What follows belongs to an exercise in optimizing a design on an open flow for small area and a short achievable clock period; a production flow would make more cautious choices. Only simulation tests tie the RTL to the original design; equivalence was not proved. Power figures rest on the tool's default switching activity, not on a simulated workload.

==> flow/design.v <==
module adder_1bit ( 
    input  a,
    input  b,
    input  cin,
    output sum,
    output cout
);
    assign sum  = a ^ b ^ cin;
    assign cout = (a & b) | (b & cin) | (a & cin);
endmodule
module cim_mac_tree (
    input         clk,
    input         rst_n,
    input         mac_en,
    input  [7:0]  col_mux,
    input  [15:0] data_in,
    input  [7:0]  bank0,  bank1,  bank2,  bank3,
                  bank4,  bank5,  bank6,  bank7,
                  bank8,  bank9,  bank10, bank11,
                  bank12, bank13, bank14, bank15,
    output [11:0] sum
);
    wire [15:0] en  = data_in & {16{mac_en}};
    wire [7:0]  col = col_mux & {8{~mac_en}};
    wire g0_0 = ~((bank0[0] & en[0]) | (|(bank0 & col)));
    wire g0_1 = ~(bank0[1] & en[0]);
    wire g0_2 = ~(bank0[2] & en[0]);
    wire g0_3 = ~(bank0[3] & en[0]);
    wire g0_4 = ~(bank0[4] & en[0]);
    wire g0_5 = ~(bank0[5] & en[0]);
    wire g0_6 = ~(bank0[6] & en[0]);
    wire g0_7 = ~(bank0[7] & en[0]);
    wire g1_0 = ~((bank1[0] & en[1]) | (|(bank1 & col)));
    wire g1_1 = ~(bank1[1] & en[1]);
    wire g1_2 = ~(bank1[2] & en[1]);
    wire g1_3 = ~(bank1[3] & en[1]);
    wire g1_4 = ~(bank1[4] & en[1]);
    wire g1_5 = ~(bank1[5] & en[1]);
    wire g1_6 = ~(bank1[6] & en[1]);
    wire g1_7 = ~(bank1[7] & en[1]);
    wire g2_0 = ~((bank2[0] & en[2]) | (|(bank2 & col)));
    wire g2_1 = ~(bank2[1] & en[2]);
    wire g2_2 = ~(bank2[2] & en[2]);
    wire g2_3 = ~(bank2[3] & en[2]);
    wire g2_4 = ~(bank2[4] & en[2]);
    wire g2_5 = ~(bank2[5] & en[2]);
    wire g2_6 = ~(bank2[6] & en[2]);
    wire g2_7 = ~(bank2[7] & en[2]);
    wire g3_0 = ~((bank3[0] & en[3]) | (|(bank3 & col)));
    wire g3_1 = ~(bank3[1] & en[3]);
    wire g3_2 = ~(bank3[2] & en[3]);
    wire g3_3 = ~(bank3[3] & en[3]);
    wire g3_4 = ~(bank3[4] & en[3]);
    wire g3_5 = ~(bank3[5] & en[3]);
    wire g3_6 = ~(bank3[6] & en[3]);
    wire g3_7 = ~(bank3[7] & en[3]);
    wire g4_0 = ~((bank4[0] & en[4]) | (|(bank4 & col)));
    wire g4_1 = ~(bank4[1] & en[4]);
    wire g4_2 = ~(bank4[2] & en[4]);
    wire g4_3 = ~(bank4[3] & en[4]);
    wire g4_4 = ~(bank4[4] & en[4]);
    wire g4_5 = ~(bank4[5] & en[4]);
    wire g4_6 = ~(bank4[6] & en[4]);
    wire g4_7 = ~(bank4[7] & en[4]);
    wire g5_0 = ~((bank5[0] & en[5]) | (|(bank5 & col)));
    wire g5_1 = ~(bank5[1] & en[5]);
    wire g5_2 = ~(bank5[2] & en[5]);
    wire g5_3 = ~(bank5[3] & en[5]);
    wire g5_4 = ~(bank5[4] & en[5]);
    wire g5_5 = ~(bank5[5] & en[5]);
    wire g5_6 = ~(bank5[6] & en[5]);
    wire g5_7 = ~(bank5[7] & en[5]);
    wire g6_0 = ~((bank6[0] & en[6]) | (|(bank6 & col)));
    wire g6_1 = ~(bank6[1] & en[6]);
    wire g6_2 = ~(bank6[2] & en[6]);
    wire g6_3 = ~(bank6[3] & en[6]);
    wire g6_4 = ~(bank6[4] & en[6]);
    wire g6_5 = ~(bank6[5] & en[6]);
    wire g6_6 = ~(bank6[6] & en[6]);
    wire g6_7 = ~(bank6[7] & en[6]);
    wire g7_0 = ~((bank7[0] & en[7]) | (|(bank7 & col)));
    wire g7_1 = ~(bank7[1] & en[7]);
    wire g7_2 = ~(bank7[2] & en[7]);
    wire g7_3 = ~(bank7[3] & en[7]);
    wire g7_4 = ~(bank7[4] & en[7]);
    wire g7_5 = ~(bank7[5] & en[7]);
    wire g7_6 = ~(bank7[6] & en[7]);
    wire g7_7 = ~(bank7[7] & en[7]);
    wire g8_0 = ~((bank8[0] & en[8]) | (|(bank8 & col)));
    wire g8_1 = ~(bank8[1] & en[8]);
    wire g8_2 = ~(bank8[2] & en[8]);
    wire g8_3 = ~(bank8[3] & en[8]);
    wire g8_4 = ~(bank8[4] & en[8]);
    wire g8_5 = ~(bank8[5] & en[8]);
    wire g8_6 = ~(bank8[6] & en[8]);
    wire g8_7 = ~(bank8[7] & en[8]);
    wire g9_0 = ~((bank9[0] & en[9]) | (|(bank9 & col)));
    wire g9_1 = ~(bank9[1] & en[9]);
    wire g9_2 = ~(bank9[2] & en[9]);
    wire g9_3 = ~(bank9[3] & en[9]);
    wire g9_4 = ~(bank9[4] & en[9]);
    wire g9_5 = ~(bank9[5] & en[9]);
    wire g9_6 = ~(bank9[6] & en[9]);
    wire g9_7 = ~(bank9[7] & en[9]);
    wire g10_0 = ~((bank10[0] & en[10]) | (|(bank10 & col)));
    wire g10_1 = ~(bank10[1] & en[10]);
    wire g10_2 = ~(bank10[2] & en[10]);
    wire g10_3 = ~(bank10[3] & en[10]);
    wire g10_4 = ~(bank10[4] & en[10]);
    wire g10_5 = ~(bank10[5] & en[10]);
    wire g10_6 = ~(bank10[6] & en[10]);
    wire g10_7 = ~(bank10[7] & en[10]);
    wire g11_0 = ~((bank11[0] & en[11]) | (|(bank11 & col)));
    wire g11_1 = ~(bank11[1] & en[11]);
    wire g11_2 = ~(bank11[2] & en[11]);
    wire g11_3 = ~(bank11[3] & en[11]);
    wire g11_4 = ~(bank11[4] & en[11]);
    wire g11_5 = ~(bank11[5] & en[11]);
    wire g11_6 = ~(bank11[6] & en[11]);
    wire g11_7 = ~(bank11[7] & en[11]);
    wire g12_0 = ~((bank12[0] & en[12]) | (|(bank12 & col)));
    wire g12_1 = ~(bank12[1] & en[12]);
    wire g12_2 = ~(bank12[2] & en[12]);
    wire g12_3 = ~(bank12[3] & en[12]);
    wire g12_4 = ~(bank12[4] & en[12]);
    wire g12_5 = ~(bank12[5] & en[12]);
    wire g12_6 = ~(bank12[6] & en[12]);
    wire g12_7 = ~(bank12[7] & en[12]);
    wire g13_0 = ~((bank13[0] & en[13]) | (|(bank13 & col)));
    wire g13_1 = ~(bank13[1] & en[13]);
    wire g13_2 = ~(bank13[2] & en[13]);
    wire g13_3 = ~(bank13[3] & en[13]);
    wire g13_4 = ~(bank13[4] & en[13]);
    wire g13_5 = ~(bank13[5] & en[13]);
    wire g13_6 = ~(bank13[6] & en[13]);
    wire g13_7 = ~(bank13[7] & en[13]);
    wire g14_0 = ~((bank14[0] & en[14]) | (|(bank14 & col)));
    wire g14_1 = ~(bank14[1] & en[14]);
    wire g14_2 = ~(bank14[2] & en[14]);
    wire g14_3 = ~(bank14[3] & en[14]);
    wire g14_4 = ~(bank14[4] & en[14]);
    wire g14_5 = ~(bank14[5] & en[14]);
    wire g14_6 = ~(bank14[6] & en[14]);
    wire g14_7 = ~(bank14[7] & en[14]);
    wire g15_0 = ~((bank15[0] & en[15]) | (|(bank15 & col)));
    wire g15_1 = ~(bank15[1] & en[15]);
    wire g15_2 = ~(bank15[2] & en[15]);
    wire g15_3 = ~(bank15[3] & en[15]);
    wire g15_4 = ~(bank15[4] & en[15]);
    wire g15_5 = ~(bank15[5] & en[15]);
    wire g15_6 = ~(bank15[6] & en[15]);
    wire g15_7 = ~(bank15[7] & en[15]);
    wire s1, c2;
    wire s3, c4;
    wire s5, c6;
    wire s7, c8;
    wire s9, c10;
    wire s11, c12;
    wire s13, c14;
    wire s15, c16;
    wire s17, c18;
    wire s19, c20;
    wire s21, c22;
    wire s23, c24;
    wire s25, c26;
    wire s27, c28;
    wire s29, c30;
    wire s31, c32;
    wire s33, c34;
    wire s35, c36;
    wire s37, c38;
    wire s39, c40;
    wire s41, c42;
    wire s43, c44;
    wire s45, c46;
    wire s47, c48;
    wire s49, c50;
    wire s51, c52;
    wire s53, c54;
    wire s55, c56;
    wire s57, c58;
    wire s59, c60;
    wire s61, c62;
    wire s63, c64;
    wire s65, c66;
    wire s67, c68;
    wire s69, c70;
    wire s71, c72;
    wire s73, c74;
    wire s75, c76;
    wire s77, c78;
    wire s79, c80;
    wire s81, c82;
    wire s83, c84;
    wire s85, c86;
    wire s87, c88;
    wire s89, c90;
    wire s91, c92;
    wire s93, c94;
    wire s95, c96;
    wire s97, c98;
    wire s99, c100;
    wire s101, c102;
    wire s103, c104;
    wire s105, c106;
    wire s107, c108;
    wire s109, c110;
    wire s111, c112;
    wire s113, c114;
    wire s115, c116;
    wire s117, c118;
    wire s119, c120;
    wire s121, c122;
    wire s123, c124;
    wire s125, c126;
    wire s127, c128;
    wire s129, c130;
    wire s131, c132;
    wire s133, c134;
    wire s135, c136;
    wire s137, c138;
    wire s139, c140;
    wire s141, c142;
    wire s143, c144;
    wire s145, c146;
    wire s147, c148;
    wire s149, c150;
    wire s151, c152;
    wire s153, c154;
    wire s155, c156;
    wire s157, c158;
    wire s159, c160;
    wire s161, c162;
    wire s163, c164;
    wire s165, c166;
    wire s167, c168;
    wire s169, c170;
    wire s171, c172;
    wire s173, c174;
    wire s175, c176;
    wire s177, c178;
    wire s179, c180;
    wire s181, c182;
    wire s183, c184;
    wire s185, c186;
    wire s187, c188;
    wire s189, c190;
    wire s191, c192;
    wire s193, c194;
    wire s195, c196;
    wire s197, c198;
    wire s199, c200;
    wire s201, c202;
    wire s203, c204;
    wire s205, c206;
    wire s207, c208;
    wire s209, c210;
    wire s211, c212;
    wire s213, c214;
    wire s215, c216;
    wire s217, c218;
    adder_1bit u_s1 (.a(g0_0), .b(g1_0), .cin(g2_0), .sum(s1), .cout(c2));
    adder_1bit u_s3 (.a(g3_0), .b(g4_0), .cin(g5_0), .sum(s3), .cout(c4));
    adder_1bit u_s5 (.a(g6_0), .b(g7_0), .cin(g8_0), .sum(s5), .cout(c6));
    adder_1bit u_s7 (.a(g9_0), .b(g10_0), .cin(g11_0), .sum(s7), .cout(c8));
    adder_1bit u_s9 (.a(g12_0), .b(g13_0), .cin(g14_0), .sum(s9), .cout(c10));
    adder_1bit u_s11 (.a(g15_0), .b(s1), .cin(s3), .sum(s11), .cout(c12));
    adder_1bit u_s13 (.a(s5), .b(s7), .cin(s9), .sum(s13), .cout(c14));
    adder_1bit u_s15 (.a(g0_1), .b(g1_1), .cin(g2_1), .sum(s15), .cout(c16));
    adder_1bit u_s17 (.a(g3_1), .b(g4_1), .cin(g5_1), .sum(s17), .cout(c18));
    adder_1bit u_s19 (.a(g6_1), .b(g7_1), .cin(g8_1), .sum(s19), .cout(c20));
    adder_1bit u_s21 (.a(g9_1), .b(g10_1), .cin(g11_1), .sum(s21), .cout(c22));
    adder_1bit u_s23 (.a(g12_1), .b(g13_1), .cin(g14_1), .sum(s23), .cout(c24));
    adder_1bit u_s25 (.a(g15_1), .b(s15), .cin(s17), .sum(s25), .cout(c26));
    adder_1bit u_s27 (.a(s19), .b(s21), .cin(s23), .sum(s27), .cout(c28));
    adder_1bit u_s29 (.a(s25), .b(s27), .cin(c2), .sum(s29), .cout(c30));
    adder_1bit u_s31 (.a(c4), .b(c6), .cin(c8), .sum(s31), .cout(c32));
    adder_1bit u_s33 (.a(g0_2), .b(g1_2), .cin(g2_2), .sum(s33), .cout(c34));
    adder_1bit u_s35 (.a(g3_2), .b(g4_2), .cin(g5_2), .sum(s35), .cout(c36));
    adder_1bit u_s37 (.a(g6_2), .b(g7_2), .cin(g8_2), .sum(s37), .cout(c38));
    adder_1bit u_s39 (.a(g9_2), .b(g10_2), .cin(g11_2), .sum(s39), .cout(c40));
    adder_1bit u_s41 (.a(g12_2), .b(g13_2), .cin(g14_2), .sum(s41), .cout(c42));
    adder_1bit u_s43 (.a(g15_2), .b(c16), .cin(c18), .sum(s43), .cout(c44));
    adder_1bit u_s45 (.a(c20), .b(c22), .cin(c24), .sum(s45), .cout(c46));
    adder_1bit u_s47 (.a(s33), .b(s35), .cin(s37), .sum(s47), .cout(c48));
    adder_1bit u_s49 (.a(s39), .b(s41), .cin(c26), .sum(s49), .cout(c50));
    adder_1bit u_s51 (.a(c28), .b(s43), .cin(s45), .sum(s51), .cout(c52));
    adder_1bit u_s53 (.a(g0_3), .b(g1_3), .cin(g2_3), .sum(s53), .cout(c54));
    adder_1bit u_s55 (.a(g3_3), .b(g4_3), .cin(g5_3), .sum(s55), .cout(c56));
    adder_1bit u_s57 (.a(g6_3), .b(g7_3), .cin(g8_3), .sum(s57), .cout(c58));
    adder_1bit u_s59 (.a(g9_3), .b(g10_3), .cin(g11_3), .sum(s59), .cout(c60));
    adder_1bit u_s61 (.a(g12_3), .b(g13_3), .cin(g14_3), .sum(s61), .cout(c62));
    adder_1bit u_s63 (.a(g15_3), .b(c34), .cin(c36), .sum(s63), .cout(c64));
    adder_1bit u_s65 (.a(c38), .b(c40), .cin(c42), .sum(s65), .cout(c66));
    adder_1bit u_s67 (.a(s53), .b(s55), .cin(s57), .sum(s67), .cout(c68));
    adder_1bit u_s69 (.a(s59), .b(s61), .cin(c44), .sum(s69), .cout(c70));
    adder_1bit u_s71 (.a(c46), .b(c48), .cin(s63), .sum(s71), .cout(c72));
    adder_1bit u_s73 (.a(g0_4), .b(g1_4), .cin(g2_4), .sum(s73), .cout(c74));
    adder_1bit u_s75 (.a(g3_4), .b(g4_4), .cin(g5_4), .sum(s75), .cout(c76));
    adder_1bit u_s77 (.a(g6_4), .b(g7_4), .cin(g8_4), .sum(s77), .cout(c78));
    adder_1bit u_s79 (.a(g9_4), .b(g10_4), .cin(g11_4), .sum(s79), .cout(c80));
    adder_1bit u_s81 (.a(g12_4), .b(g13_4), .cin(g14_4), .sum(s81), .cout(c82));
    adder_1bit u_s83 (.a(g15_4), .b(c54), .cin(c56), .sum(s83), .cout(c84));
    adder_1bit u_s85 (.a(c58), .b(c60), .cin(c62), .sum(s85), .cout(c86));
    adder_1bit u_s87 (.a(s73), .b(s75), .cin(s77), .sum(s87), .cout(c88));
    adder_1bit u_s89 (.a(s79), .b(s81), .cin(c64), .sum(s89), .cout(c90));
    adder_1bit u_s91 (.a(c66), .b(c68), .cin(s83), .sum(s91), .cout(c92));
    adder_1bit u_s93 (.a(g0_5), .b(g1_5), .cin(g2_5), .sum(s93), .cout(c94));
    adder_1bit u_s95 (.a(g3_5), .b(g4_5), .cin(g5_5), .sum(s95), .cout(c96));
    adder_1bit u_s97 (.a(g6_5), .b(g7_5), .cin(g8_5), .sum(s97), .cout(c98));
    adder_1bit u_s99 (.a(g9_5), .b(g10_5), .cin(g11_5), .sum(s99), .cout(c100));
    adder_1bit u_s101 (.a(g12_5), .b(g13_5), .cin(g14_5), .sum(s101), .cout(c102));
    adder_1bit u_s103 (.a(g15_5), .b(c74), .cin(c76), .sum(s103), .cout(c104));
    adder_1bit u_s105 (.a(c78), .b(c80), .cin(c82), .sum(s105), .cout(c106));
    adder_1bit u_s107 (.a(s93), .b(s95), .cin(s97), .sum(s107), .cout(c108));
    adder_1bit u_s109 (.a(s99), .b(s101), .cin(c84), .sum(s109), .cout(c110));
    adder_1bit u_s111 (.a(c86), .b(c88), .cin(s103), .sum(s111), .cout(c112));
    adder_1bit u_s113 (.a(g0_6), .b(g1_6), .cin(g2_6), .sum(s113), .cout(c114));
    adder_1bit u_s115 (.a(g3_6), .b(g4_6), .cin(g5_6), .sum(s115), .cout(c116));
    adder_1bit u_s117 (.a(g6_6), .b(g7_6), .cin(g8_6), .sum(s117), .cout(c118));
    adder_1bit u_s119 (.a(g9_6), .b(g10_6), .cin(g11_6), .sum(s119), .cout(c120));
    adder_1bit u_s121 (.a(g12_6), .b(g13_6), .cin(g14_6), .sum(s121), .cout(c122));
    adder_1bit u_s123 (.a(g15_6), .b(c94), .cin(c96), .sum(s123), .cout(c124));
    adder_1bit u_s125 (.a(c98), .b(c100), .cin(c102), .sum(s125), .cout(c126));
    adder_1bit u_s127 (.a(s113), .b(s115), .cin(s117), .sum(s127), .cout(c128));
    adder_1bit u_s129 (.a(s119), .b(s121), .cin(c104), .sum(s129), .cout(c130));
    adder_1bit u_s131 (.a(c106), .b(c108), .cin(s123), .sum(s131), .cout(c132));
    adder_1bit u_s133 (.a(g0_7), .b(g1_7), .cin(g2_7), .sum(s133), .cout(c134));
    adder_1bit u_s135 (.a(g3_7), .b(g4_7), .cin(g5_7), .sum(s135), .cout(c136));
    adder_1bit u_s137 (.a(g6_7), .b(g7_7), .cin(g8_7), .sum(s137), .cout(c138));
    adder_1bit u_s139 (.a(g9_7), .b(g10_7), .cin(g11_7), .sum(s139), .cout(c140));
    adder_1bit u_s141 (.a(g12_7), .b(g13_7), .cin(g14_7), .sum(s141), .cout(c142));
    adder_1bit u_s143 (.a(g15_7), .b(c114), .cin(c116), .sum(s143), .cout(c144));
    adder_1bit u_s145 (.a(c118), .b(c120), .cin(c122), .sum(s145), .cout(c146));
    adder_1bit u_s147 (.a(s133), .b(s135), .cin(s137), .sum(s147), .cout(c148));
    adder_1bit u_s149 (.a(s139), .b(s141), .cin(c124), .sum(s149), .cout(c150));
    adder_1bit u_s151 (.a(c126), .b(c128), .cin(s143), .sum(s151), .cout(c152));
    adder_1bit u_s153 (.a(c134), .b(c136), .cin(c138), .sum(s153), .cout(c154));
    adder_1bit u_s155 (.a(c140), .b(c142), .cin(c144), .sum(s155), .cout(c156));
    adder_1bit u_s157 (.a(c146), .b(c148), .cin(s153), .sum(s157), .cout(c158));
    reg  [48:0] r1;
    wire [48:0] d1 = {c158, c156, c154, s157, s155, c152, c150, s151, s149, c132, c130, s147, s145, s131, s129, c112, c110, s127, s125, s111, s109, c92, c90, s107, s105, s91, s89, c72, c70, s87, s85, s71, s69, c52, c50, s67, s65, c32, c30, s51, s49, s47, s31, s29, c14, c12, c10, s13, s11};
    adder_1bit u_s159 (.a(r1[2]), .b(r1[3]), .cin(r1[4]), .sum(s159), .cout(c160));
    adder_1bit u_s161 (.a(r1[5]), .b(r1[6]), .cin(s159), .sum(s161), .cout(c162));
    adder_1bit u_s163 (.a(r1[7]), .b(r1[8]), .cin(r1[9]), .sum(s163), .cout(c164));
    adder_1bit u_s165 (.a(r1[10]), .b(r1[11]), .cin(c160), .sum(s165), .cout(c166));
    adder_1bit u_s167 (.a(s163), .b(c162), .cin(s165), .sum(s167), .cout(c168));
    adder_1bit u_s169 (.a(r1[12]), .b(r1[13]), .cin(r1[14]), .sum(s169), .cout(c170));
    adder_1bit u_s171 (.a(r1[15]), .b(r1[16]), .cin(r1[17]), .sum(s171), .cout(c172));
    adder_1bit u_s173 (.a(c164), .b(s169), .cin(s171), .sum(s173), .cout(c174));
    adder_1bit u_s175 (.a(c166), .b(s173), .cin(c168), .sum(s175), .cout(c176));
    adder_1bit u_s177 (.a(r1[18]), .b(r1[19]), .cin(r1[20]), .sum(s177), .cout(c178));
    adder_1bit u_s179 (.a(r1[21]), .b(r1[22]), .cin(r1[23]), .sum(s179), .cout(c180));
    adder_1bit u_s181 (.a(c170), .b(c172), .cin(s177), .sum(s181), .cout(c182));
    adder_1bit u_s183 (.a(s179), .b(c174), .cin(s181), .sum(s183), .cout(c184));
    adder_1bit u_s185 (.a(r1[24]), .b(r1[25]), .cin(r1[26]), .sum(s185), .cout(c186));
    adder_1bit u_s187 (.a(r1[27]), .b(r1[28]), .cin(r1[29]), .sum(s187), .cout(c188));
    adder_1bit u_s189 (.a(c178), .b(c180), .cin(s185), .sum(s189), .cout(c190));
    adder_1bit u_s191 (.a(s187), .b(c182), .cin(s189), .sum(s191), .cout(c192));
    adder_1bit u_s193 (.a(r1[30]), .b(r1[31]), .cin(r1[32]), .sum(s193), .cout(c194));
    adder_1bit u_s195 (.a(r1[33]), .b(r1[34]), .cin(r1[35]), .sum(s195), .cout(c196));
    adder_1bit u_s197 (.a(c186), .b(c188), .cin(s193), .sum(s197), .cout(c198));
    adder_1bit u_s199 (.a(s195), .b(c190), .cin(s197), .sum(s199), .cout(c200));
    adder_1bit u_s201 (.a(r1[36]), .b(r1[37]), .cin(r1[38]), .sum(s201), .cout(c202));
    adder_1bit u_s203 (.a(r1[39]), .b(r1[40]), .cin(r1[41]), .sum(s203), .cout(c204));
    adder_1bit u_s205 (.a(c194), .b(c196), .cin(s201), .sum(s205), .cout(c206));
    adder_1bit u_s207 (.a(s203), .b(c198), .cin(s205), .sum(s207), .cout(c208));
    adder_1bit u_s209 (.a(r1[42]), .b(r1[43]), .cin(r1[44]), .sum(s209), .cout(c210));
    adder_1bit u_s211 (.a(r1[45]), .b(c202), .cin(c204), .sum(s211), .cout(c212));
    adder_1bit u_s213 (.a(s209), .b(c206), .cin(s211), .sum(s213), .cout(c214));
    adder_1bit u_s215 (.a(r1[46]), .b(r1[47]), .cin(r1[48]), .sum(s215), .cout(c216));
    adder_1bit u_s217 (.a(c210), .b(s215), .cin(c212), .sum(s217), .cout(c218));
    wire [11:0] rowA = {1'b1, c216, c214, c208, c200, c192, c184, s183, s175, s167, s161, r1[0]};
    wire [11:0] rowB = {1'b1, c218, s217, s213, s207, s199, s191, c176, 1'b1, 1'b1, 1'b1, r1[1]};
    wire [11:0] tot = ~(rowA + rowB + 12'd1);
    reg  [11:0] s2;
    wire [11:0] s2sum = s2;
    reg first, valid;
    always @(posedge clk or negedge rst_n) begin
        if (!rst_n) begin
            first <= 1'b1;
            valid <= 1'b0;
        end else begin
            first <= 1'b0;
            valid <= ~first;
        end
    end
    always @(posedge clk) begin
        r1 <= d1;
        s2 <= tot;
    end
    assign sum = s2sum & {12{valid}};
endmodule
==> flow/flow/run.sh <==
#!/bin/bash
# The standard layout (the standard.sh, unchanged synthesis), with the
# port buffers made of the smallest buffer instead of the default choice.
set -o pipefail
export BUFFER_PORTS_ARGS="-buffer_cell sky130_fd_sc_hd__buf_1"
bash standard.sh finish > standard_flow.log 2>&1
==> flow/standard.sh <==
#!/bin/bash
# synth_recipe.tcl (not shown) runs the flow's synth.tcl, then flattens the netlist and writes it again
# the make line also repeats each setting of config.mk as NAME=value (left out here)
make -C /OpenROAD-flow-scripts/flow DESIGN_CONFIG=/design/flow/config.mk WORK_HOME=/design/flow/orfs CLKGATE_MAP_FILE= SYNTH_SCRIPT=/design/flow/synth_recipe.tcl "${@:-finish}"
==> flow/config.mk <==
export PLATFORM = sky130hd
export DESIGN_NAME = cim_mac_tree
export DESIGN_NICKNAME = cim_mac_tree
export VERILOG_FILES = /design/flow/design.v
export SDC_FILE = /design/flow/constraint.sdc
export NUM_CORES = 4
export LEC_CHECK = 0
export CAP_MARGIN = 10
export CORE_MARGIN = 2
export CORE_UTILIZATION = 60
export CTS_BUF_LIST = sky130_fd_sc_hd__clkbuf_4 sky130_fd_sc_hd__clkbuf_8
export GPL_ROUTABILITY_DRIVEN = 0
export SETUP_SLACK_MARGIN = 4.55
export SLEW_MARGIN = 10
export SYNTH_HIERARCHICAL = 1
==> flow/constraint.sdc <==
create_clock -name core_clock -period 8.0 [get_ports {clk}]
set_input_delay 1.6000 -clock core_clock [delete_from_list [all_inputs] [get_ports {clk}]]
set_output_delay 1.6000 -clock core_clock [all_outputs]
set_load 0.01 [all_outputs]
==> summary.md, run 1 <==
| Metric | Value |
|---|---|
| Die footprint | `9630 um2` |
| Setup Total Neg Slack | `0 ps` |
| Max-slew violation count | `0` |
| Yosys reg bits | `63` |
| Post-synth cell types | `40` |
| GRT overflow | `0` |
| Wire length per cell | `22.1 um` |
| Largest fanout on the critical path | `24` |
| RSZ-0062 raised after global routing | `no` |
| H-tree depth reported by CTS | `3` |
| Fin cells | `763` |
| Pwr dens | `309 nW/um2` |
| Synth Warn # | `7` |
| Pin count of the biggest net entering global routing | `25` |
| TritonCTS Buffers | `9` |
| Clock Skew | `9.82 ps` |
| Drt initial violations | `393` |
| First-pass GRT wire length | `26400 um` |
| DRC Markers | `0` |
| WP data arrival | `3630 ps` |
| CP Launch Type | `input pin` |
| Routed vias | `4596` |
| Critical Path RT | `8210 ps` |
| Post-DP HPWL | `14200 um` |
| CTS max path bufs | `2` |
| Top cells by area, synth | `fa_1, dfxtp_1, nand2_1` |
| Final setup fails | `0` |
| LEAKAGE | `0.00209 uW` |
| Ant diodes | `0` |
| Total track usage | `37.1%` |
| Run status | `complete, no violations` |
| CTS tree | `done` |
| Post-route ant nets | `0` |
| Post-Syn Area | `5320 um2` |
| Seq/Total Area, Yosys | `23.9%` |
| Routed vias/inst | `6.02` |
| Peak supply drop | `0.000222 V` |
| Layout Area Growth over Synthesis | `22.5%` |
| Post-placement cell count | `744` |
| Width of the die | `98.1 um` |
| Final nets | `923` |
| Row count | `34` |
| Internal reg-to-reg setup slack | `4670 ps` |
| CP Capture Type | `flip-flop` |
| Post-Synthesis Net Count | `776` |
| Yosys top cell by area | `fa_1` |
| Sink Count | `63` |
| Final Hold Viols | `0` |
| Max Fclk | `293 MHz` |
| Synth top area share | `41.1%` |
| Mapped Avg Cell Area | `10.6 um2` |
| Worst setup path category | `input pin to flip-flop` |
| Io pins | `167` |
| Period utilization | `42.7%` |
| Final Hold Slack | `435 ps` |
| Minimum clock period | `3420 ps` |
| DIE HEIGHT | `98.1 um` |
| Share of layout cells above drive strength 1 | `16.0%` |
| Initial Utilization | `61.5%` |
| Antenna violations before repair | `0` |
| # fillers | `628` |
| Worst hold path class | `flip-flop to flip-flop` |
| Drt pass-1 iters | `6` |
| CTS Hold Bufs | `0` |
| Clock transition at the registers of the reported paths | `80 ps` |
| Vias in the first global route | `5130` |
| Clk Tree Root Cell | `clkbuf_8` |
| Clock latency (worst-skew pair) | `330 ps` |
| Max Cap Viol | `0` |
| Cells after Synth | `503` |
| Final wirelength | `16900 um` |
| Total Power | `2010 uW` |
| Core box area | `8640 um2` |
| Port Buffers | `166` |
final cells by class:
cell class | instances | area (um2) | share of cell area, %
tap | 108 | 135 | 2.08
timing repair buffer | 170 | 698 | 10.7
sequential | 63 | 1270 | 19.6
clock inverter | 5 | 62.6 | 0.961
clock buffer | 11 | 151 | 2.33
multi-input combinational | 401 | 4170 | 64.1
inverter | 5 | 18.8 | 0.288
worst paths after layout:
path / start / end / depth (start not counted)
hold reg to reg: first / valid / 1
hold / removal: first / valid / 1
setup / recovery: mac_en / r1[5] / 6
max in group asynchronous: rst_n / first / 1
setup reg to reg: r1[2] / s2[11] / 8
min in group asynchronous: rst_n / valid / 1
registers in the layout (all words and copies together), names as in the netlist:
name   count
s2        12
first      1
valid      1
r1        49
cells in the mapped netlist:
| cell type | count |
|---|---|
| dfxtp_1 | 61 |
| nand2_1 | 115 |
| or3b_1 | 1 |
| nor2_1 | 1 |
| conb_1 | 1 |
| and3_1 | 1 |
| xnor2_1 | 5 |
| o21ai_1 | 1 |
| o41ai_1 | 1 |
| a31oi_1 | 2 |
| nor3_1 | 1 |
| a22o_1 | 14 |
| dfrtp_1 | 1 |
| dfstp_2 | 1 |
| ha_1 | 9 |
| inv_1 | 5 |
| or4b_4 | 1 |
| fa_1 | 109 |
| a21o_1 | 3 |
| and2_1 | 28 |
| a222oi_1 | 2 |
| nand2b_1 | 1 |
| mux2i_1 | 2 |
| a221oi_2 | 1 |
| o21ai_0 | 16 |
| nand3_1 | 15 |
| or2_2 | 1 |
| a311oi_1 | 1 |
| a21oi_1 | 6 |
| a211oi_1 | 14 |
| a22oi_1 | 33 |
| nor2b_1 | 9 |
| a31o_2 | 1 |
| nor3b_1 | 1 |
| and4_1 | 2 |
| clkbuf_2 | 1 |
| xor2_1 | 3 |
| buf_4 | 1 |
| clkbuf_1 | 30 |
| buf_2 | 2 |
modules after synthesis, one instance, submodules excluded:
| module | cell area, um2 | cells | times used |
|---|---|---|---|
| adder_1bit | 20.0 | 1 | 109 |
| cim_mac_tree | 3130 | 394 | 1 |
layer usage:
metal  global-route usage [%]  up-vias  wire length, um
met2                     64.9      350             8370
met3                     7.59       84             1770
li1                         -     1981                -
met4                     17.6        0              940
met1                     44.0     2181             5810
met5                        0        -                0
critical path, cell delays in order:
cell	delay, ps
buf_12	170
and2_4	230
nand2_4	60
fa_1	510
fa_1	620
fa_1	420
report_power, final:
part / total, uW / leakage [uW] / internal [uW] / switching (uW)
Combinational: 1250 / 0.00145 / 573 / 679
Clock: 300 / 0.000103 / 163 / 137
Sequential: 459 / 0.000530 / 420 / 38.3
repair_timing:
action / in CTS / in global routing
buffers inserted: 0 / 3
gates resized for setup: 43 / 10
pin swaps: 1 / 6
setup endpoints to repair: 48 / 10
metrics by stage:
step                      cell area (um2)  utilization (%)  setup slack, ps
after floorplan                      5620                -             4300
after global placement               6120             70.8             3370
after detailed placement             6120             70.8             3240
after CTS                            6410             74.3             4550
after global routing                 6510             75.4             4560
final                                6510             75.4             4580
kinds of logic (layout without fill, tap and decap cells):
group                    count (synthesis)  in the layout  share of synthesized area [%]
other                                    1              1                         0.0706
buffers and inverters                   39            191                           2.90
XOR/XNOR                                 8              8                           1.32
multiplexers                             2              2                          0.377
AND/OR/NAND/NOR                        177            177                           15.3
flip-flops                              63             63                           23.9
adder cells (fa/ha/maj)                118            118                           43.2
AO/OA/AOI/OAI                           95             95                           12.9
layout by cell type, fill, tap and decap left out, types with 3 or more instances in the layout:
master,Yosys,layout
buf_1,0,165
nand2_1,115,102
fa_1,109,78
dfxtp_1,61,61
a22oi_1,33,31
fa_2,0,31
and2_4,0,15
nand3_1,15,15
a22o_1,14,14
and2_1,28,13
o21ai_0,16,13
nand2_2,0,12
a211oi_2,0,11
clkbuf_8,0,11
ha_1,9,9
nor2b_4,0,7
a21oi_1,6,6
inv_1,5,5
xnor2_1,5,5
o21ai_1,1,4
a21o_1,3,3
xor2_1,3,3
a211oi_1,14,3
buf_12,0,3
==> inputs of run 2 (changes only) <==
--- a/flow/config.mk
+++ b/flow/config.mk
@@ -10,6 +10,6 @@
 export CORE_UTILIZATION = 60
 export CTS_BUF_LIST = sky130_fd_sc_hd__clkbuf_4 sky130_fd_sc_hd__clkbuf_8
 export GPL_ROUTABILITY_DRIVEN = 0
-export SETUP_SLACK_MARGIN = 4.55
+export SETUP_SLACK_MARGIN = 4.5
 export SLEW_MARGIN = 10
 export SYNTH_HIERARCHICAL = 1
==> summary.md, run 2 <==
| Metric | Value |
|---|---|
| # fillers | `666 (was 628)` |
| First-pass GRT wire length | `26100 um (was 26400 um)` |
| Die footprint | `9630 um2 (unchanged)` |
| Post-route ant nets | `0 (unchanged)` |
| Largest fanout on the critical path | `24 (unchanged)` |
| Met3 Use GR | `8.38% (was 7.59%)` |
| Sink Count | `63 (unchanged)` |
| Post-Syn Area | `5320 um2 (unchanged)` |
| Wire length per cell | `22.3 um (was 22.1 um)` |
| Worst hold path class | `flip-flop to flip-flop (unchanged)` |
| Synth top cells by count | `nand2_1, fa_1, dfxtp_1 (unchanged)` |
| DIE HEIGHT | `98.1 um (unchanged)` |
| R2r endpoint | `s2[11] (unchanged)` |
| Seq/Total Area, Yosys | `23.9% (unchanged)` |
| WP data arrival | `3660 ps (was 3630 ps)` |
| Worst setup path category | `input pin to flip-flop (unchanged)` |
| Run status | `complete, no violations (unchanged)` |
| RSZ-0062 raised after global routing | `no (unchanged)` |
| Top cells by area, synth | `fa_1, dfxtp_1, nand2_1 (unchanged)` |
| Post-CTS Setup Inserts | `0 (unchanged)` |
| Async SR Flop Fraction | `3.17% (unchanged)` |
| Post-Synthesis Net Count | `776 (unchanged)` |
| Most Used Layer, Global Route | `met2 (unchanged)` |
| Post-DP HPWL | `14400 um (was 14200 um)` |
| CP Launch Type | `input pin (unchanged)` |
| Synth Warn # | `7 (unchanged)` |
| Post-synth EDFFs | `0 (unchanged)` |
| Synth top area share | `41.1% (unchanged)` |
| Initial Utilization | `61.5% (unchanged)` |
| Ant diodes | `0 (unchanged)` |
| Largest regs | `r1 (49), s2 (12) (unchanged)` |
| CP Capture Type | `flip-flop (unchanged)` |
| GR Util met1 | `44.5% (was 44.0%)` |
| Reg2reg start | `r1[3] (was r1[2])` |
| Pwr dens | `301 nW/um2 (was 309 nW/um2)` |
| Port Buffers | `166 (unchanged)` |
| Max Fclk | `291 MHz (was 293 MHz)` |
| CTS tree | `done (unchanged)` |
| Pin count of the biggest net entering global routing | `25 (unchanged)` |
| Layout Utilization | `73.8% (was 75.4%)` |
| CTS Hold Bufs | `0 (unchanged)` |
| Cells after Synth | `503 (unchanged)` |
| Top_reg_cell synth | `dfxtp_1 (unchanged)` |
| Layout Area Growth over Synthesis | `20.0% (was 22.5%)` |
| Most common cell after layout, fill and taps aside | `buf_1 (unchanged)` |
| GRT overflow | `0 (unchanged)` |
| Drt pass-1 iters | `7 (was 6)` |
| Yosys top cell by area | `fa_1 (unchanged)` |
| Sequential cell area | `1270 um2 (unchanged)` |
| H-tree depth reported by CTS | `3 (unchanged)` |
| Routed vias | `4704 (was 4596)` |
| Clock Skew | `15.2 ps (was 9.82 ps)` |
| Row count | `34 (unchanged)` |
| Period utilization | `43.0% (was 42.7%)` |
| Routed vias/inst | `6.18 (was 6.02)` |
| Drt initial violations | `428 (was 393)` |
| Max Cap Viol | `0 (unchanged)` |
| CP startpoint | `mac_en (unchanged)` |
| Mapped Avg Cell Area | `10.6 um2 (unchanged)` |
| Clock latency (worst-skew pair) | `350 ps (was 330 ps)` |
| Count leader, synth | `nand2_1 (unchanged)` |
| Final wirelength | `16900 um (about the same)` |
| LEAKAGE | `0.00204 uW (was 0.00209 uW)` |
| CP endpoint | `r1[5] (unchanged)` |
| Share of layout cells above drive strength 1 | `14.2% (was 16.0%)` |
| CTS max path bufs | `2 (unchanged)` |
| Final Hold Viols | `0 (unchanged)` |
| Most frequent cells in the layout | `buf_1, nand2_1, fa_1, dfxtp_1, a22oi_1 (was buf_1, nand2_1, fa_1, dfxtp_1)` |
| Width of the die | `98.1 um (unchanged)` |
| DRC Markers | `0 (unchanged)` |
| Worst Hold Depth | `1 (unchanged)` |
| Multi-input gate area | `4120 um2 (was 4170 um2)` |
| Post-synth cell types | `40 (unchanged)` |
| Vias in the first global route | `5107 (was 5130)` |
| Clk Tree Root Cell | `clkbuf_8 (unchanged)` |
| Minimum clock period | `3440 ps (was 3420 ps)` |
| Reg2reg path depth | `8 (unchanged)` |
| Clock transition at the registers of the reported paths | `80 ps (about the same)` |
| Final setup fails | `0 (unchanged)` |
| Total Power | `1920 uW (was 2010 uW)` |
| Most flops, register | `r1 (unchanged)` |
| Yosys reg bits | `63 (unchanged)` |
| Critical Path RT | `8220 ps (was 8210 ps)` |
| Total track usage | `37.0% (was 37.1%)` |
| Core box area | `8640 um2 (unchanged)` |
| Peak supply drop | `0.000217 V (was 0.000222 V)` |
| Internal reg-to-reg setup slack | `4610 ps (was 4670 ps)` |
| Max FFs per register | `49 (unchanged)` |
| Met2 Use GR | `61.7% (was 64.9%)` |
| Setup Total Neg Slack | `0 ps (unchanged)` |
| Antenna violations before repair | `0 (unchanged)` |
| Io pins | `167 (unchanged)` |
| TritonCTS Buffers | `9 (unchanged)` |
| Max-slew violation count | `0 (unchanged)` |
| Final nets | `921 (was 923)` |
==> run 2: how the worst min path moves through the flow <==
stage           from    end  slack [ps]
2_1_floorplan  first  valid         410
3_3_place_gp   first  valid         410
3_5_place_dp   first  valid         420
4_1_cts        first  valid         440
5_1_grt        first  valid         470
6_report       first  valid         440
==> run 2: modules after synthesis, one instance, submodules excluded <==
| module | cells | copies in the design |
|---|---|---|
| cim_mac_tree | 394 | 1 |
| adder_1bit | 1 | 109 |
==> run 2: final cells by class <==
cell class              instances  area share [%]
inverters                       5           0.294
clock inverters                 5           0.549
flip-flops and latches         63            20.0
multi-input cells             401            64.6
well taps                     108            2.12
clock buffers                  11            2.18
repair buffers                168            10.3
==> run 2: cell families (layout without fill, tap and decap cells) <==
group           count (synthesis)  in the layout  synth area share [%]
compound gates                 95             95                  12.9
xor+xnor                        8              8                  1.32
fa+ha+maj                     118            118                  43.2
buf+inv                        39            189                  2.90
flops                          63             63                  23.9
mux                             2              2                 0.377
other cells                     1              1                0.0706
simple gates                  177            177                  15.3
==> run 2: layer usage <==
metal	wire length, um	share of wire [%]
met5	0	0
met4	1090	6.4
met3	1860	11
met2	8130	48
met1	5870	35
==> run 2: through the flow <==
stage	setup slack (ps)	area, um2	hold slack (ps)	instances
after floorplan	4300	5590	405	503
final	4560	6380	436	761
after detailed placement	3340	6110	422	745
after global routing	4510	6380	467	761
after CTS	4540	6340	441	761
after global placement	3470	6110	412	745
==> run 2: repair_timing <==
action                     4_1_cts  5_1_grt
resized for setup               30        6
pin swaps                        0        2
setup endpoints to repair       43        7
==> run 2: critical path, stage by stage <==
cell and delay [ps]:
buf_12 150, and2_2 290, nand2_1 110, fa_1 490, fa_1 570, fa_1 440
==> run 2: power breakdown <==
part           switching (uW)  internal, uW
clock network             127           119
registers                39.9           421
logic                     648           564
total                     815          1100
==> inputs of run 3 (changes only) <==
--- a/flow/config.mk
+++ b/flow/config.mk
@@ -5,11 +5,11 @@
 export SDC_FILE = /design/flow/constraint.sdc
 export NUM_CORES = 4
 export LEC_CHECK = 0
-export CAP_MARGIN = 10
+export CAP_MARGIN = 0
 export CORE_MARGIN = 2
 export CORE_UTILIZATION = 60
 export CTS_BUF_LIST = sky130_fd_sc_hd__clkbuf_4 sky130_fd_sc_hd__clkbuf_8
 export GPL_ROUTABILITY_DRIVEN = 0
 export SETUP_SLACK_MARGIN = 4.5
-export SLEW_MARGIN = 10
+export SLEW_MARGIN = 0
 export SYNTH_HIERARCHICAL = 1
==> summary.md, run 3 <==
| Metric | Value |
|---|---|
| Max FFs per register | `49 (unchanged)` |
| Post-synthesis adder-cell area fraction | `43.2% (unchanged)` |
| Yosys reg bits | `63 (unchanged)` |
| Io pins | `167 (unchanged)` |
| Synth Warn # | `7 (unchanged)` |
| Async SR Flop Fraction | `3.17% (unchanged)` |
| Initial Utilization | `61.5% (unchanged)` |
| Core box area | `8640 um2 (unchanged)` |
| Sink Count | `63 (unchanged)` |
| Clock latency (worst-skew pair) | `350 ps (about the same)` |
| RSZ-0062 raised after global routing | `no (unchanged)` |
| Most flops, register | `r1 (unchanged)` |
| Post-Synthesis Net Count | `776 (unchanged)` |
| CP Capture Type | `flip-flop (unchanged)` |
| Minimum clock period | `3440 ps (unchanged)` |
| Final setup fails | `0 (unchanged)` |
| Post-Syn Area | `5320 um2 (unchanged)` |
| H-tree depth reported by CTS | `3 (unchanged)` |
| Width of the die | `98.1 um (unchanged)` |
| Drt pass-1 iters | `7 (unchanged)` |
| Run status | `complete, no violations (unchanged)` |
| CTS Hold Bufs | `0 (unchanged)` |
| DIE HEIGHT | `98.1 um (unchanged)` |
| Port Buffers | `166 (unchanged)` |
| Mux share of post-synthesis cell area | `0.377% (unchanged)` |
| Total track usage | `37.0% (unchanged)` |
| Final Hold Slack | `436 ps (unchanged)` |
| Top_reg_cell synth | `dfxtp_1 (unchanged)` |
| Final Hold Viols | `0 (unchanged)` |
| Switching Fraction | `42.5% (unchanged)` |
| Synth top area share | `41.1% (unchanged)` |
| Clock share of power | `12.8% (about the same)` |
| Wire length per cell | `22.3 um (unchanged)` |
| Share of layout cells above drive strength 1 | `14.2% (unchanged)` |
| DRC Markers | `0 (unchanged)` |
| Combinational share of power | `63.2% (about the same)` |
| XOR/XNOR Fraction of Synth Area | `1.32% (unchanged)` |
| Period utilization | `43.0% (unchanged)` |
| Ant diodes | `0 (unchanged)` |
| Clk Tree Root Cell | `clkbuf_8 (unchanged)` |
| Post-Synth Simple-Gate Area | `15.3% (unchanged)` |
| Seq/Total Area, Yosys | `23.9% (unchanged)` |
| Post-route ant nets | `0 (unchanged)` |
| Count leader, synth | `nand2_1 (unchanged)` |
| Pwr dens | `301 nW/um2 (unchanged)` |
| CTS tree | `done (unchanged)` |
| Max-slew violation count | `0 (unchanged)` |
| Final wirelength | `16900 um (unchanged)` |
| Top cells by area, synth | `fa_1, dfxtp_1, nand2_1 (unchanged)` |
| Vias in the first global route | `5107 (unchanged)` |
| Critical Path RT | `8220 ps (about the same)` |
| NetSw | `815 uW (unchanged)` |
| Max Cap Viol | `0 (unchanged)` |
| WP data arrival | `3660 ps (about the same)` |
| Layout Area Growth over Synthesis | `20.0% (unchanged)` |
| Post-synth cell types | `40 (unchanged)` |
| # fillers | `666 (unchanged)` |
| Worst setup path category | `input pin to flip-flop (unchanged)` |
| Most frequent cells in the layout | `buf_1, nand2_1, fa_1, dfxtp_1, a22oi_1 (unchanged)` |
| LEAKAGE | `0.00204 uW (unchanged)` |
| Peak supply drop | `0.000217 V (unchanged)` |
| Clock transition at the registers of the reported paths | `80 ps (about the same)` |
| TritonCTS Buffers | `9 (unchanged)` |
| Cells after Synth | `503 (unchanged)` |
| Worst hold path class | `flip-flop to flip-flop (unchanged)` |
| Largest regs | `r1 (49), s2 (12) (unchanged)` |
| Die footprint | `9630 um2 (unchanged)` |
| Mapped Avg Cell Area | `10.6 um2 (unchanged)` |
| CTS max path bufs | `2 (unchanged)` |
| Setup Total Neg Slack | `0 ps (unchanged)` |
| Pin count of the biggest net entering global routing | `25 (unchanged)` |
| Post-synth EDFFs | `0 (unchanged)` |
| Drt initial violations | `428 (unchanged)` |
| Post-synthesis compound-gate area fraction | `12.9% (unchanged)` |
| First-pass GRT wire length | `26100 um (unchanged)` |
| Synth top cells by count | `nand2_1, fa_1, dfxtp_1 (unchanged)` |
| Int Power | `1100 uW (unchanged)` |
| Post-CTS Setup Inserts | `0 (unchanged)` |
| Largest fanout on the critical path | `24 (unchanged)` |
| CP Launch Type | `input pin (unchanged)` |
| Clock Skew | `15.2 ps (unchanged)` |
| Post-DP HPWL | `14400 um (unchanged)` |
| Largest family of logic cells by synthesized area | `adder cells (unchanged)` |
| Row count | `34 (unchanged)` |
| Antenna violations before repair | `0 (unchanged)` |
| Routed vias/inst | `6.18 (unchanged)` |
| Max Fclk | `291 MHz (unchanged)` |
| GRT overflow | `0 (unchanged)` |
| Routed vias | `4704 (unchanged)` |
| Final nets | `921 (unchanged)` |
| Layout Utilization | `73.8% (unchanged)` |
| Yosys top cell by area | `fa_1 (unchanged)` |
| Most common cell after layout, fill and taps aside | `buf_1 (unchanged)` |
| Share of power burned in registers | `24.0% (about the same)` |
## run 3: cell counts after synthesis
No cell type changed its count.
## run 3: metrics by stage
stage | worst slack, ps | area (um2) | total power, uW | std cells
floorplan | 4300 | 5590 | 1360 | 503
global placement | 3470 | 6110 | 1600 | 745
detailed placement | 3340 | 6110 | 1630 | 745
CTS | 4540 | 6340 | 1880 | 761
global route | 4510 | 6380 | 2090 | 761
finish | 4560 | 6380 | 1920 | 761
## run 3: cells by family after synthesis
family	count (synthesis)
simple gates	177
buf+inv	39
fa+ha+maj	118
flops	63
mux	2
other cells	1
compound gates	95
xor+xnor	8
## run 3: worst paths after layout
path / startpoint / slack (ps) / endpoint / cells after the start
max: mac_en / 4560 / r1[5] / 6
min: first / 440 / valid / 1
max reg2reg: r1[3] / 4610 / s2[11] / 8
min reg2reg: first / 440 / valid / 1
max in group asynchronous: rst_n / 6780 / first / 1
min in group asynchronous: rst_n / 1010 / valid / 1
## run 3: power by group through the flow
stage	sequential, uW	combinational (uW)	clock [uW]
2_1_floorplan	453	911	0
5_1_grt	469	1360	262
6_report	461	1210	246
3_5_place_dp	468	1170	0
3_3_place_gp	464	1130	0
4_1_cts	461	1170	249
## run 3: routing by layer
layer  vias up  track usage [%]  wire (um)
li1       1980                -          -
met1      2250             44.5       5870
met2       377             61.7       8130
met3        97             8.38       1860
met4         0             20.6       1090
met5         -                0          0
## run 3: repair_timing
| action | 4_1_cts | 5_1_grt |
|---|---|---|
| endpoints found under the setup margin | 43 | 7 |
| pin swaps | 0 | 2 |
| gates resized for setup | 30 | 6 |
## run 3: cell type report
cell class	instances	area [um2]	area share, %
inverter	5	18.8	0.294
multi-input combinational	401	4120	64.6
sequential	63	1270	20.0
timing repair buffer	168	654	10.3
tap	108	135	2.12
clock buffer	11	139	2.18
clock inverter	5	35.0	0.549
## run 3: modules after synthesis (local to each module, per instance)
module	area, um2	flops+latches	cells inside	copies in the design
cim_mac_tree	3130	63	394	1
adder_1bit	20.0	0	1	109
## run 3: worst max-delay path: stages
cell,delay [ps]
buf_12,150
and2_2,290
nand2_1,110
fa_1,490
fa_1,570
fa_1,440
==> inputs of run 4 (changes only) <==
==> flow/flow/run.sh (replaced) <==
#!/bin/bash
# The standard layout (the standard.sh, unchanged synthesis), with the
# port buffers made of the smallest buffer instead of the default choice,
# and ORFS's power recovery (downsizing of non-critical cells) after global
# routing.
set -o pipefail
export BUFFER_PORTS_ARGS="-buffer_cell sky130_fd_sc_hd__buf_1"
export RECOVER_POWER=100
bash standard.sh finish > standard_flow.log 2>&1
==> flow/config.mk (replaced) <==
export PLATFORM = sky130hd
export DESIGN_NAME = cim_mac_tree
export DESIGN_NICKNAME = cim_mac_tree
export VERILOG_FILES = /design/flow/design.v
export SDC_FILE = /design/flow/constraint.sdc
export NUM_CORES = 4
export LEC_CHECK = 0
export CAP_MARGIN = 20
export CORE_MARGIN = 2
export CORE_UTILIZATION = 60
export CTS_BUF_LIST = sky130_fd_sc_hd__clkbuf_4 sky130_fd_sc_hd__clkbuf_8
export SETUP_SLACK_MARGIN = 4.5
export SLEW_MARGIN = 20
export SYNTH_HIERARCHICAL = 1
==> summary.md, run 4 <==
| Metric | Value |
|---|---|
| Most common cell after layout, fill and taps aside | `buf_1 (unchanged)` |
| Core box area | `8640 um2 (unchanged)` |
| CP Launch Type | `input pin (unchanged)` |
| Seq/Total Area, Yosys | `23.9% (unchanged)` |
| Drt pass-1 iters | `7 (unchanged)` |
| Minimum clock period | `4770 ps (was 3440 ps)` |
| Post-synthesis compound-gate area fraction | `12.9% (unchanged)` |
| CP endpoint | `r1[1] (was r1[5])` |
| Final Hold Viols | `0 (unchanged)` |
| Count leader, synth | `nand2_1 (unchanged)` |
| Setup Total Neg Slack | `0 ps (unchanged)` |
| Most common cell on crit path | `fa_1 (unchanged)` |
| Pwr dens | `320 nW/um2 (was 301 nW/um2)` |
| Post-CTS Setup Inserts | `0 (unchanged)` |
| Peak supply drop | `0.000267 V (was 0.000217 V)` |
| Routed vias/inst | `6.22 (was 6.18)` |
| LEAKAGE | `0.00201 uW (was 0.00204 uW)` |
| Post-route ant nets | `0 (unchanged)` |
| Post-synthesis adder-cell area fraction | `43.2% (unchanged)` |
| GP Congestion | `1.04` |
| Worst hold path class | `flip-flop to flip-flop (unchanged)` |
| Most frequent cells in the layout | `buf_1, nand2_1, fa_1, dfxtp_1, a22oi_1 (unchanged)` |
| CTS Hold Bufs | `0 (unchanged)` |
| Total Power | `2030 uW (was 1920 uW)` |
| DIE HEIGHT | `98.1 um (unchanged)` |
| Max FFs per register | `49 (unchanged)` |
| CP startpoint | `mac_en (unchanged)` |
| Internal reg-to-reg setup slack | `4200 ps (was 4610 ps)` |
| Post-DP HPWL | `15800 um (was 14400 um)` |
| Drt initial violations | `320 (was 428)` |
| Die footprint | `9630 um2 (unchanged)` |
| Mapped Avg Cell Area | `10.6 um2 (unchanged)` |
| Max Cap Viol | `1 (was 0)` |
| CTS tree | `done (unchanged)` |
| Int Power | `1100 uW (about the same)` |
| Combinational share of power | `64.5% (was 63.2%)` |
| Share of power burned in registers | `23.1% (was 24.0%)` |
| Synth top cells by count | `nand2_1, fa_1, dfxtp_1 (unchanged)` |
| Most flops, register | `r1 (unchanged)` |
| Sink Count | `63 (unchanged)` |
| RSZ-0062 raised after global routing | `yes (was no)` |
| Total track usage | `39.8% (was 37.0%)` |
| Period utilization | `59.6% (was 43.0%)` |
| Top cells by area, synth | `fa_1, dfxtp_1, nand2_1 (unchanged)` |
| CP Capture Type | `flip-flop (unchanged)` |
| Final wirelength | `18800 um (was 16900 um)` |
| Synth Warn # | `7 (unchanged)` |
| Ant diodes | `0 (unchanged)` |
| Worst setup path category | `input pin to flip-flop (unchanged)` |
| Yosys reg bits | `63 (unchanged)` |
| XOR/XNOR Fraction of Synth Area | `1.32% (unchanged)` |
| Critical-path cell list | `clkbuf_1 -> nor2b_1 -> a22oi_1 -> and4_1 -> fa_1 -> fa_1 (was buf_12 -> and2_2 -> nand2_1 -> fa_1 -> fa_1 -> fa_1)` |
| Pin count of the biggest net entering global routing | `25 (unchanged)` |
| Reg2reg start | `r1[4] (was r1[3])` |
| H-tree depth reported by CTS | `3 (unchanged)` |
| Antenna violations before repair | `1 (was 0)` |
| WP data arrival | `4980 ps (was 3660 ps)` |
| Largest family of logic cells by synthesized area | `adder cells (unchanged)` |
| Clock Skew | `8.49 ps (was 15.2 ps)` |
| Post-synth cell types | `40 (unchanged)` |
| Clk Tree Root Cell | `clkbuf_8 (unchanged)` |
| Switching Fraction | `45.6% (was 42.5%)` |
| GRT overflow | `0 (unchanged)` |
| First-pass GRT wire length | `28100 um (was 26100 um)` |
| CP max stage cell | `nor2b_1 (was fa_1)` |
| Largest fanout on the critical path | `24 (unchanged)` |
| Crit-path max cell delay | `1300 ps (was 570 ps)` |
| Row count | `34 (unchanged)` |
| Routed vias | `4746 (was 4704)` |
| Worst Tran Pin Value | `1500 ps` |
| Critical Path RT | `8210 ps (was 8220 ps)` |
| Wire length per cell | `24.6 um (was 22.3 um)` |
| Top_reg_cell synth | `dfxtp_1 (unchanged)` |
| Width of the die | `98.1 um (unchanged)` |
| Max Fclk | `210 MHz (was 291 MHz)` |
| Async SR Flop Fraction | `3.17% (unchanged)` |
| Final nets | `923 (was 921)` |
| Clock share of power | `12.4% (was 12.8%)` |
| Clock transition at the registers of the reported paths | `70 ps (was 80 ps)` |
| Max-slew violation count | `17 (was 0)` |
| Post-synth EDFFs | `0 (unchanged)` |
| NetSw | `923 uW (was 815 uW)` |
| Worst slew margin | `-0.463%` |
| Final setup fails | `0 (unchanged)` |
| Vias in the first global route | `5367 (was 5107)` |
| Yosys top cell by area | `fa_1 (unchanged)` |
| Fail Reasons | `capacitance limit, slew limit` |
| TritonCTS Buffers | `9 (unchanged)` |
| Io pins | `167 (unchanged)` |
| Layout Area Growth over Synthesis | `19.1% (was 20.0%)` |
| Largest regs | `r1 (49), s2 (12) (unchanged)` |
| Reg2reg path depth | `8 (unchanged)` |
| Port Buffers | `166 (unchanged)` |
| Post-Synth Simple-Gate Area | `15.3% (unchanged)` |
| DRC Markers | `0 (unchanged)` |
| R2r endpoint | `s2[11] (unchanged)` |
| Mux share of post-synthesis cell area | `0.377% (unchanged)` |
| Share of layout cells above drive strength 1 | `12.5% (was 14.2%)` |
| Initial Utilization | `61.5% (unchanged)` |
| Run status | `complete, but fails checks (was complete, no violations)` |
| Post-Synthesis Net Count | `776 (unchanged)` |
| CTS max path bufs | `2 (unchanged)` |
| Cells after Synth | `503 (unchanged)` |
| Final Hold Slack | `437 ps (was 436 ps)` |
| Synth top area share | `41.1% (unchanged)` |
| Clock latency (worst-skew pair) | `330 ps (was 350 ps)` |
| Post-Syn Area | `5320 um2 (unchanged)` |
==> run 4: cell types whose count changed in the layout (fill, tap and decap cells not counted), sizes merged <==
| cell | delta |
|---|---|
| clkbuf | +1 |
| clkinv | -1 |
| clkinvlp | +1 |
| buf | +1 |
==> run 4: critical path: cells and delay by family <==
family                     cells  cell delay (ps)
buffers and inverters          1              440
adders and majority gates      2             1000
AOI/OAI and AO/OA              1              290
and+or+nand+nor                2             1630
==> run 4: modules after synthesis, one instance, submodules excluded <==
module,copies in the design,area (um2)
cim_mac_tree,1,3130
adder_1bit,109,20.0
==> run 4: layout make-up <==
cell class / count / area, um2
clock buffers: 11 / 145
clock inverters: 5 / 33.8
fillers: 641 / 2310
inverters: 5 / 18.8
multi-input cells: 401 / 4070
flip-flops and latches: 63 / 1270
well taps: 108 / 135
repair buffers: 170 / 653
==> run 4: timing repair <==
item | 4_1_cts | 5_1_grt
cloned | 0 | 0
pin swaps | 0 | 5
endpoints found under the setup margin | 50 | 14
gates resized for setup | 28 | 15
==> run 4: per-layer routing <==
layer | global-route usage, % | share of wire, %
met3 | 10.5 | 9.7
met2 | 70.2 | 49
met1 | 44.7 | 35
met5 | 0 | 0.069
met4 | 19.6 | 6.2
==> run 4: worst min-delay path by stage <==
stage / start / end / slack, ps / cells after the start
final: first / valid / 440 / 1
after detailed placement: first / valid / 420 / 1
after floorplan: first / valid / 410 / 1
after CTS: first / valid / 440 / 1
after global placement: first / valid / 410 / 1
after global routing: first / valid / 460 / 1
==> run 4: logic make-up after synthesis <==
logic type | count (synthesis)
simple gates | 177
fa+ha+maj | 118
compound gates | 95
flops | 63
buf+inv | 39
xor+xnor | 8
mux | 2
other cells | 1
==> run 4: per-stage QoR <==
step	instance area (um2)	instances	setup slack, ps	utilization (%)
2_1_floorplan	5590	503	4300	-
3_5_place_dp	6130	747	3500	70.9
6_report	6330	763	3230	73.3
5_1_grt	6330	763	3100	73.3
4_1_cts	6370	763	4510	73.7
3_3_place_gp	6120	747	3300	70.9
==> run 4: power groups by stage <==
| stage | sequential, uW | clock (uW) | combinational, uW |
|---|---|---|---|
| 3_3_place_gp | 464 | 0 | 1130 |
| 5_1_grt | 473 | 268 | 1400 |
| 2_1_floorplan | 453 | 0 | 911 |
| 4_1_cts | 465 | 253 | 1320 |
| 6_report | 468 | 251 | 1310 |
| 3_5_place_dp | 472 | 0 | 1240 |

[separate check: timing with driven ports]
The flow's constraints put no driver on any port. The routed layouts listed below were extracted and timed again, unchanged, in two steps. Step 1, drivers: a clkbuf_16 drives clk and a buf_2 each remaining input, both assumed. Step 2 moves the port delays by t, midway between the first and last clock arrival at a register: inputs arrive t later, outputs are due t later. That takes back most of the time a late clock gives input paths. Three values: ideal, step 1, step 2; two values: the first two.
| run | t (ns) | setup WS [ns] | worst data-port slew with drivers (ns) | pins driven straight from the clock port |
|---|---|---|---|---|
| run 1 | 0.367 | 4.583 / 4.558 / 4.191 | 0.06 | 1 |
| run 2 | 0.377 | 4.558 / 4.532 / 4.155 | 0.06 | 1 |
| run 3 | 0.377 | 4.558 / 4.532 / 4.155 | 0.06 | 1 |
| run 4 | 0.366 | 3.235 / 3.253 / 2.886 | 0.04 | 1 |
